Background: an optimization exercise with open tools, aiming at small area and a short achievable clock period. Do not read the settings as production practice.
The RTL was checked by simulation tests, not by an equivalence proof against the original design.

$ cat flow/design.v
`timescale 1ns / 1ps
module dff(
    input D,
    input clk,
    input reset,
    output reg Q
    );
always@(posedge clk or posedge reset)
begin
	if(reset)
		Q<=0;
	else 
		Q<=D;
end
endmodule
`timescale 1ns / 1ps
module reg16(
    input [15:0]D,
    input clk,
    input reset,
    output [15:0]Q
    );
dff d00(D[0],clk,reset,Q[0]);
dff d01(D[1],clk,reset,Q[1]);
dff d02(D[2],clk,reset,Q[2]);
dff d03(D[3],clk,reset,Q[3]);
dff d04(D[4],clk,reset,Q[4]);
dff d05(D[5],clk,reset,Q[5]);
dff d06(D[6],clk,reset,Q[6]);
dff d07(D[7],clk,reset,Q[7]);
dff d08(D[8],clk,reset,Q[8]);
dff d09(D[9],clk,reset,Q[9]);
dff d10(D[10],clk,reset,Q[10]);
dff d11(D[11],clk,reset,Q[11]);
dff d12(D[12],clk,reset,Q[12]);
dff d13(D[13],clk,reset,Q[13]);
dff d14(D[14],clk,reset,Q[14]);
dff d15(D[15],clk,reset,Q[15]);
endmodule
`timescale 1ns / 1ps
module complement2(
    input [15:0]D,
    output [15:0]D2
    );
assign D2=~D+1'b1;
endmodule
`timescale 1ns / 1ps
module full_adder(
    input a,
    input b,
    input c_in,
    output s,
    output c_out
    );
	wire w1,w2,w3;
	xor x(s,a,b,c_in);
	and a1(w1,a,b);
	and a2(w2,b,c_in);
	and a3(w3,a,c_in);
	or o(c_out,w1,w2,w3);
endmodule
`timescale 1ns / 1ps
module layer(
    input [15:0]a,
    input b,
    output [15:0]l
    );
	genvar i;
	generate
		for(i=0;i<16;i=i+1) begin: a_loop
			and a(l[i],a[i],b);
		end
endgenerate
endmodule
`timescale 1ns / 1ps
module layer_adder(
    input [15:0]a,
    input [15:0]b,
    input [14:0]c_in,
    output [15:0]s,
    output [14:0]c_out,
    output P
    );
	assign P=a[0];
	assign s[15]=b[15];
	genvar i;
	generate
		for(i=1;i<16;i=i+1)begin:gen_loop
			full_adder f(a[i],b[i-1],c_in[i-1],s[i-1],c_out[i-1]);
		end
endgenerate
endmodule
`timescale 1ns / 1ps
module multiplier(
    input [15:0]a,
    input [15:0]b,
    output [31:0]p
    );
wire [15:0]l[15:0];
wire [15:0]s[14:0];
wire [14:0]co[14:0];
genvar i1;
generate
	for(i1=0;i1<16;i1=i1+1) begin: gen1_loop
		layer la(a,b[i1],l[i1]);
	end
endgenerate
layer_adder l0(l[0],l[1],15'b000000000000000,s[0],co[0],p[0]);
genvar i3;
generate
	for(i3=1;i3<15;i3=i3+1) begin: gen3_loop
		layer_adder l1(s[i3-1],l[i3+1],co[i3-1],s[i3],co[i3],p[i3]);
	end
endgenerate
assign p[15]=s[14][0];
wire [14:0]coo;
full_adder f0(s[14][1],co[14][0],1'b0,p[16],coo[0]);
genvar i4;
generate
	for(i4=1;i4<15;i4=i4+1) begin: gen4_loop
		full_adder f1(s[14][i4+1],co[14][i4],coo[i4-1],p[16+i4],coo[i4]);
	end
endgenerate
assign p[31]=coo[14];
endmodule
`timescale 1ns / 1ps
module lutable(
    input [15:0]D,
    output reg [15:0]Do
    );
always @(D) begin
	casex(D)
		16'b011xxxxxxxxxxxxx : Do=16'b0000000000000010;
		16'b010xxxxxxxxxxxxx : Do=16'b0000000000000011;
		16'b0011xxxxxxxxxxxx : Do=16'b0000000000000100;
		16'b0010xxxxxxxxxxxx : Do=16'b0000000000000110;
		16'b00011xxxxxxxxxxx : Do=16'b0000000000001000;
		16'b00010xxxxxxxxxxx : Do=16'b0000000000001100;
		16'b000011xxxxxxxxxx : Do=16'b0000000000010000;
		16'b000010xxxxxxxxxx : Do=16'b0000000000011000;
		16'b0000011xxxxxxxxx : Do=16'b0000000000100000;
		16'b0000010xxxxxxxxx : Do=16'b0000000000110000;
		16'b00000011xxxxxxxx : Do=16'b0000000001000000;
		16'b00000010xxxxxxxx : Do=16'b0000000001100000;
		16'b000000011xxxxxxx : Do=16'b0000000010000000;
		16'b000000010xxxxxxx : Do=16'b0000000011000000;
		16'b0000000011xxxxxx : Do=16'b0000000100000000;
		16'b0000000010xxxxxx : Do=16'b0000000110000000;
		16'b00000000011xxxxx : Do=16'b0000001000000000;
		16'b00000000010xxxxx : Do=16'b0000001100000000;
		16'b000000000011xxxx : Do=16'b0000010000000000;
		16'b000000000010xxxx : Do=16'b0000011000000000;
		16'b0000000000011xxx : Do=16'b0000100000000000;
		16'b0000000000010xxx : Do=16'b0000110000000000;
		16'b00000000000011xx : Do=16'b0001000000000000;
		16'b00000000000010xx : Do=16'b0001100000000000;
		16'b000000000000011x : Do=16'b0010000000000000;
		16'b000000000000010x : Do=16'b0011000000000000;
		16'b000000000000001x : Do=16'b0110000000000000;
		default : Do=16'b0000000000000000;
	endcase
end
endmodule
`timescale 1ns / 1ps
module gfpdivider(
    input [15:0]N,
    input [15:0]D,
    input clk,
    input reset,
    output [15:0]No
    );
wire [15:0]Nc,Dc,Np,Dp,N7,N77,N7c,N77c,Do,Dm1,Nm1,D0,N0,N00,F0,D00,F00,N1,D1,F1,D11,F11,N11,N2,D2,F2,N22,D22,F22,N3,D3,F3,N33,D33,F33,N4,D4,F4,N44,D44,F44,N5,D5,F5,N55,F55,D55,N6,D6,F6,N66,D66,F66;
wire [31:0]d0,n0,n1,d1,n2,d2,n3,d3,n4,d4,n5,d5,n6,d6,n7;
wire P,P1,P2,P3,P4,P5,P6,P7,P8,P9,P10,P11,P12,P13,P14,P15,P16,P17;
xor x(P,N[15],D[15]);
dff dd1(P,clk,reset,P1);
dff dd2(P1,clk,reset,P2);
dff dd3(P2,clk,reset,P3);
dff dd4(P3,clk,reset,P4);
dff dd5(P4,clk,reset,P5);
dff dd6(P5,clk,reset,P6);
dff dd7(P6,clk,reset,P7);
dff dd8(P7,clk,reset,P8);
dff dd9(P8,clk,reset,P9);
dff dd10(P9,clk,reset,P10);
dff dd11(P10,clk,reset,P11);
dff dd12(P11,clk,reset,P12);
dff dd13(P12,clk,reset,P13);
dff dd14(P13,clk,reset,P14);
dff dd15(P14,clk,reset,P15);
dff dd16(P15,clk,reset,P16);
dff dd17(P16,clk,reset,P17);
complement2 c11(N,Nc);
complement2 c22(D,Dc);
assign Np=(N[15])?Nc:N;
assign Dp=(D[15])?Dc:D;
reg16 reg01(Np,clk,reset,Nm1);
reg16 reg02(Dp,clk,reset,Dm1);
lutable l(Dm1,Do);
multiplier m01(Do,Dm1,d0);
multiplier m02(Do,Nm1,n0);
reg16 reg03(n0[23:8],clk,reset,N0);
reg16 reg04(N0,clk,reset,N00);
reg16 reg05(d0[16:1],clk,reset,D0);
complement2 c01(D0,F0);
reg16 reg06(D0,clk,reset,D00);
reg16 reg07(F0,clk,reset,F00);
multiplier m03(F00,N00,n1);
multiplier m04(F00,D00,d1);
reg16 reg08(n1[30:15],clk,reset,N1);
reg16 reg09(N1,clk,reset,N11);
reg16 reg10(d1[30:15],clk,reset,D1);
complement2 c02(D1,F1);
reg16 reg11(D1,clk,reset,D11);
reg16 reg12(F1,clk,reset,F11);
multiplier m05(F11,N11,n2);
multiplier m06(F11,D11,d2);
reg16 reg13(n2[30:15],clk,reset,N2);
reg16 reg14(N2,clk,reset,N22);
reg16 reg15(d2[30:15],clk,reset,D2);
complement2 c03(D2,F2);
reg16 reg16(D2,clk,reset,D22);
reg16 reg17(F2,clk,reset,F22);
multiplier m07(F22,N22,n3);
multiplier m08(F22,D22,d3);
reg16 reg18(n3[30:15],clk,reset,N3);
reg16 reg19(N3,clk,reset,N33);
reg16 reg20(d3[30:15],clk,reset,D3);
complement2 c04(D3,F3);
reg16 reg21(D3,clk,reset,D33);
reg16 reg22(F3,clk,reset,F33);
multiplier m09(F33,N33,n4);
multiplier m10(F33,D33,d4);
reg16 reg23(n4[30:15],clk,reset,N4);
reg16 reg24(N4,clk,reset,N44);
reg16 reg25(d4[30:15],clk,reset,D4);
complement2 c05(D4,F4);
reg16 reg26(D4,clk,reset,D44);
reg16 reg27(F4,clk,reset,F44);
multiplier m11(F44,N44,n5);
multiplier m12(F44,D44,d5);
reg16 reg28(n5[30:15],clk,reset,N5);
reg16 reg29(N5,clk,reset,N55);
reg16 reg30(d5[30:15],clk,reset,D5);
complement2 c06(D5,F5);
reg16 reg31(D5,clk,reset,D55);
reg16 reg32(F5,clk,reset,F55);
multiplier m13(F55,N55,n6);
multiplier m14(F55,D55,d6);
reg16 reg33(n6[30:15],clk,reset,N6);
reg16 reg34(N6,clk,reset,N66);
reg16 reg35(d6[30:15],clk,reset,D6);
complement2 c07(D6,F6);
reg16 reg36(D6,clk,reset,D66);
reg16 reg37(F6,clk,reset,F66);
multiplier m15(F66,N66,n7);
reg16 reg38(n7[30:15],clk,reset,N7);
reg16 reg39(N7,clk,reset,N77);
complement2 c33(N7,N7c);
reg16 reg40(N7c,clk,reset,N77c);
assign No=(P17)?N77c:N77;
endmodule
$ cat flow/run.sh
#!/bin/bash
# synth_recipe.tcl (not shown) runs the flow's synth.tcl, then flattens the netlist and writes it again
# the make line also repeats each setting of config.mk as NAME=value (left out here)
make -C /OpenROAD-flow-scripts/flow DESIGN_CONFIG=/design/flow/config.mk WORK_HOME=/design/flow/orfs CLKGATE_MAP_FILE= SYNTH_SCRIPT=/design/flow/synth_recipe.tcl finish
$ cat flow/config.mk
export PLATFORM = sky130hd
export DESIGN_NAME = gfpdivider
export DESIGN_NICKNAME = gfpdivider
export VERILOG_FILES = /design/flow/design.v
export SDC_FILE = /design/flow/constraint.sdc
export NUM_CORES = 4
export LEC_CHECK = 0
export CAP_MARGIN = 20
export CORE_MARGIN = 2
export CORE_UTILIZATION = 40
export SLEW_MARGIN = 20
$ cat flow/constraint.sdc
create_clock -name core_clock -period 14.0 [get_ports {clk}]
set_input_delay 2.8000 -clock core_clock [delete_from_list [all_inputs] [get_ports {clk}]]
set_output_delay 2.8000 -clock core_clock [all_outputs]
set_load 0.01 [all_outputs]
==> run summary <==
# TYPE chip_impl_metric gauge
chip_impl_info{name="result_of_the_run",value="timing/DRC/antenna clean"} 1
chip_impl_info{name="endpoint_of_the_worst_slack_reg_to_reg_timing_path",value="reg33.d15.Q$_DFF_PP0_"} 1
chip_impl_metric{name="post-synth-top-area-fraction",unit=""} 0.531
chip_impl_metric{name="fp.dieH",unit="um"} 537
chip_impl_metric{name="final.setup.tns",unit="ps"} 0
chip_impl_info{name="hold_end",value="dd7.Q$_DFF_PP0_"} 1
chip_impl_metric{name="m1WireLength",unit="um"} 94200
chip_impl_metric{name="finalHoldViolCount",unit=""} 0
chip_impl_metric{name="avgViaCountPerCell",unit=""} 4.83
chip_impl_metric{name="min_path_cells",unit=""} 0
chip_impl_metric{name="finClkSkew",unit="ps"} 26.0
chip_impl_metric{name="worst-endpoint-required",unit="ps"} 14600
chip_impl_metric{name="synth_cell_types",unit=""} 84
chip_impl_info{name="cpLargestDelayFamily",value="adder cells"} 1
chip_impl_info{name="netlist_top_cells_area",value="sky130_fd_sc_hd__fa_1 (53%), sky130_fd_sc_hd__and2_1 (14%), sky130_fd_sc_hd__dfrtp_1 (14%), sky130_fd_sc_hd__inv_1 (5.8%), sky130_fd_sc_hd__nand2_1 (3.1%)"} 1
chip_impl_metric{name="clock_insertion_delay_at_the_later_pin_of_the_skew_report",unit="ps"} 700
chip_impl_metric{name="port_buffers",unit=""} 49
chip_impl_info{name="critical_path.most_common_cell",value="sky130_fd_sc_hd__fa_1"} 1
chip_impl_metric{name="grt_usage",unit=""} 0.164
chip_impl_metric{name="fmaxAchievable",unit="MHz"} 73.8
chip_impl_metric{name="vias",unit=""} 68384
chip_impl_metric{name="relSlewSlack",unit=""} 0.336
chip_impl_metric{name="grt_antenna_before_repair",unit=""} 6
chip_impl_metric{name="final_max_slew_viol_count",unit=""} 0
chip_impl_metric{name="detail_route.wl_per_cell",unit="um"} 15.7
chip_impl_info{name="worstSetupStartpointType",value="flop"} 1
chip_impl_metric{name="area_delta_synth_final",unit="%"} 6.63
chip_impl_metric{name="postPlaceCellArea",unit="um2"} 118000
chip_impl_metric{name="final.hold.worst_slack",unit="ps"} 336
chip_impl_metric{name="post-route-period-util",unit=""} 0.967
chip_impl_metric{name="worst_slack",unit="ps"} 458
chip_impl_metric{name="dpl_worst_slack",unit="ps"} -82.8
chip_impl_metric{name="post_synth_instance_area",unit="um2"} 113000
chip_impl_metric{name="layout.cells.non_filler",unit=""} 14172
chip_impl_info{name="tritoncts_clock_tree",value="done"} 1
chip_impl_metric{name="ioPinCount",unit=""} 50
chip_impl_metric{name="final_period_minus_worst_setup_slack",unit="ps"} 13540
chip_impl_metric{name="met3_length",unit="um"} 4080
chip_impl_metric{name="wire_length_of_the_first_global_routing_pass",unit="um"} 391000
chip_impl_metric{name="cts_max_path_buffers",unit=""} 3
chip_impl_info{name="critical_register_to_register_path_startpoint",value="reg29.d00.Q$_DFF_PP0_"} 1
chip_impl_metric{name="layout.core_utilization",unit=""} 0.429
chip_impl_metric{name="synth_async_sr_flop_share",unit=""} 1.00
chip_impl_metric{name="fin_nets",unit=""} 13643
chip_impl_metric{name="synth_edf_count",unit=""} 0
chip_impl_metric{name="number_of_clock_sinks",unit=""} 634
chip_impl_metric{name="detailed_routing_iterations_pass_1",unit=""} 5
chip_impl_info{name="postSynth.topFlopCell",value="sky130_fd_sc_hd__dfrtp_1"} 1
chip_impl_info{name="top_signal_layer_used",value="met4"} 1
chip_impl_metric{name="clk_transition_reported_paths",unit="ps"} 70
chip_impl_info{name="netlist.top_cell.by_area",value="sky130_fd_sc_hd__fa_1"} 1
chip_impl_metric{name="critical_path.max_stage_delay",unit="ps"} 590
chip_impl_metric{name="floorplan.initialDensity",unit=""} 0.402
chip_impl_metric{name="cts-buffers-inserted",unit=""} 77
chip_impl_metric{name="dpl.cell_count",unit=""} 14008
chip_impl_metric{name="grt_start_max_net_pins",unit=""} 156
chip_impl_metric{name="number_of_setup_violations_in_the_final_report",unit=""} 0
chip_impl_metric{name="max_fo_critical_path",unit=""} 6
chip_impl_metric{name="die_w",unit="um"} 537
chip_impl_metric{name="cts_max_level",unit=""} 3
chip_impl_metric{name="drive_above_1_share",unit=""} 0.0484
chip_impl_metric{name="num_rows",unit=""} 195
chip_impl_metric{name="die_area",unit="um2"} 288000
chip_impl_metric{name="grt_pass1_vias",unit=""} 78735
chip_impl_metric{name="detailed_place_hpwl",unit="um"} 189000
chip_impl_metric{name="wl_met2",unit="um"} 120000
chip_impl_metric{name="initialDrtViolationCount",unit=""} 2095
chip_impl_metric{name="grt-ovfl-total",unit=""} 0
chip_impl_info{name="criticalPathCategory",value="reg -> reg"} 1
chip_impl_metric{name="gp_routability_congestion",unit=""} 0.818
chip_impl_info{name="rsz_0062_raised_after_global_routing",value="true"} 1
chip_impl_metric{name="syn-mean-instance-area",unit="um2"} 10.7
chip_impl_metric{name="share_of_the_yosys_chip_area_belonging_to_registers",unit=""} 0.140
chip_impl_metric{name="r2r.worst_path.cells",unit=""} 41
chip_impl_metric{name="drt_antenna_net_count",unit=""} 0
chip_impl_metric{name="ys_seq_elements",unit=""} 634
chip_impl_info{name="hold_path.class",value="reg -> reg"} 1
chip_impl_metric{name="reg2reg_setup_slack",unit="ps"} 460
chip_impl_metric{name="core_area",unit="um2"} 282000
chip_impl_info{name="crit_path_top_delay_cell",value="sky130_fd_sc_hd__fa_1"} 1
chip_impl_metric{name="crit_path_buf_inv_count",unit=""} 6
chip_impl_metric{name="stdcell_area",unit="um2"} 121000
chip_impl_metric{name="drc",unit=""} 0
chip_impl_info{name="crit_path_end_kind",value="flop"} 1
chip_impl_metric{name="yosys_synthesis_warning_count",unit=""} 3
chip_impl_metric{name="cp.arrival",unit="ps"} 14140
chip_impl_info{name="worstHoldStart",value="dd6.Q$_DFF_PP0_"} 1
chip_impl_metric{name="wirelength",unit="um"} 222000
chip_impl_metric{name="drv.max_cap_violation_count",unit=""} 0
chip_impl_info{name="buffer_type_at_the_clock_tree_root",value="sky130_fd_sc_hd__clkbuf_16"} 1
chip_impl_metric{name="worst_pin_slew",unit="ps"} 995
chip_impl_metric{name="postSynthCellCount",unit=""} 10603
## cell type report
class,instances,area [um2]
fillers,26777,161000
multi-input cells,7624,89000
flip-flops and latches,634,15900
inverters,1772,6660
well taps,3743,4680
clock buffers,104,2200
repair buffers,257,2180
clock inverters,32,323
diodes,6,15.0
## synthesized netlist by cell type, types with 11 or more instances
master	instances
sky130_fd_sc_hd__a211oi_1	12
sky130_fd_sc_hd__a21oi_1	62
sky130_fd_sc_hd__a22oi_1	19
sky130_fd_sc_hd__a31oi_1	18
sky130_fd_sc_hd__and2_1	2559
sky130_fd_sc_hd__buf_1	17
sky130_fd_sc_hd__clkbuf_1	550
sky130_fd_sc_hd__dfrtp_1	634
sky130_fd_sc_hd__fa_1	3010
sky130_fd_sc_hd__ha_1	233
sky130_fd_sc_hd__inv_1	1767
sky130_fd_sc_hd__mux2_2	15
sky130_fd_sc_hd__nand2_1	940
sky130_fd_sc_hd__nand2b_1	12
sky130_fd_sc_hd__nand3_1	36
sky130_fd_sc_hd__nor2_1	115
sky130_fd_sc_hd__nor2b_1	23
sky130_fd_sc_hd__nor3_1	55
sky130_fd_sc_hd__nor4_1	46
sky130_fd_sc_hd__o2111ai_1	14
sky130_fd_sc_hd__o211ai_1	19
sky130_fd_sc_hd__o21ai_0	35
sky130_fd_sc_hd__o21ai_1	11
sky130_fd_sc_hd__o22ai_1	20
sky130_fd_sc_hd__o31ai_1	17
sky130_fd_sc_hd__xnor2_1	146
sky130_fd_sc_hd__xor2_1	40
## worst reg2reg max path, delay by kind of cell (launching register included)
kind,cells,cell delay (ps)
simple gates,3,650
fa+ha+maj,28,11430
xor+xnor,2,290
flops,1,450
compound gates,2,310
buf+inv,6,350
## metal layers
layer	vias to the layer above	global-route usage
met5	-	0
met4	0	0.0293
li1	30259	-
met1	37356	0.209
met2	571	0.308
met3	198	0.0126
## cell usage in the layout (no fill, tap or decap), drive strengths merged, types with 15 or more instances in the layout
master            n
clkdlybuf4s50    49
a31oi            18
clkbuf          108
a21oi            63
o21ai            47
fa             3010
a22oi            19
o31ai            17
mux2             15
maj3             15
o22ai            20
nor3             57
dfrtp           634
and2           2559
clkinv           20
nand2           942
xnor2           149
ha              233
buf             204
nor4             48
nor2b            23
nor2            117
xor2             40
o211ai           19
nand3            36
inv            1772
## worst max-delay path by stage
stage,start,endpoint,slack [ps],cells past startpoint
floorplan,reg06.d00.Q$_DFF_PP0_,reg10.d15.Q$_DFF_PP0_,480,42
finish,reg29.d00.Q$_DFF_PP0_,reg33.d15.Q$_DFF_PP0_,460,41
global placement,reg11.d00.Q$_DFF_PP0_,reg15.d15.Q$_DFF_PP0_,40,40
detailed placement,reg11.d00.Q$_DFF_PP0_,reg15.d15.Q$_DFF_PP0_,-80,40
CTS,reg12.d11.Q$_DFF_PP0_,reg15.d15.Q$_DFF_PP0_,6,41
global route,reg12.d11.Q$_DFF_PP0_,reg15.d15.Q$_DFF_PP0_,-30,41
## logic make-up (layout without fill, tap and decap cells)
group | count (synthesis) | count (layout) | share of synthesized area
xor gates and xnor gates | 189 | 189 | 0.0148
AOI/OAI and AO/OA | 309 | 309 | 0.0187
adders and majority gates | 3258 | 3258 | 0.558
muxes | 15 | 15 | 0.00149
other | 1 | 8 | 0.0000331
DFF | 634 | 634 | 0.140
and+or+nand+nor | 3851 | 3851 | 0.189
buffers and inverters | 2346 | 2165 | 0.0778
## what timing repair did
| item | 4_1_cts | 5_1_grt |
|---|---|---|
| hold buffers | 0 | 0 |
| endpoints found under the hold margin | 0 | 0 |
| buffers inserted | 0 | 21 |
| cloned | 0 | 0 |
| resized for setup | 3 | 133 |
| endpoints found under the setup margin | 3 | 35 |
| pin swaps | 1 | 54 |

==> static timing again, ports no longer ideal <==
In the flow no input, the clock included, has a driving cell. The finished layout below was timed again as built, in two steps. Step 1 sets driving cells, clkbuf_16 on the clock port and buf_2 on the other inputs (assumed; they add their load-dependent delay and slew). Step 2 adds t to the input delays and takes it off the output delays; t is the mean of the earliest and latest rising clock arrival at the registers after step 1. Input paths then give back, and output paths get back, about the clock's delay inside the block. a / b / c = no drivers / after step 1 / after step 2; a / b = the first two.
shift t [ns]: 0.778
slack for setup (ns): 0.458 / 0.458 / 0.458
hold slack, ns: 0.336 / 0.336 / 0.336
pins driven straight from the clock port: 1
After both steps setup and hold are still met in this run. For this run, drivers alone change the setup slack by 0.000 ns; drivers and shift together by 0.000 ns.
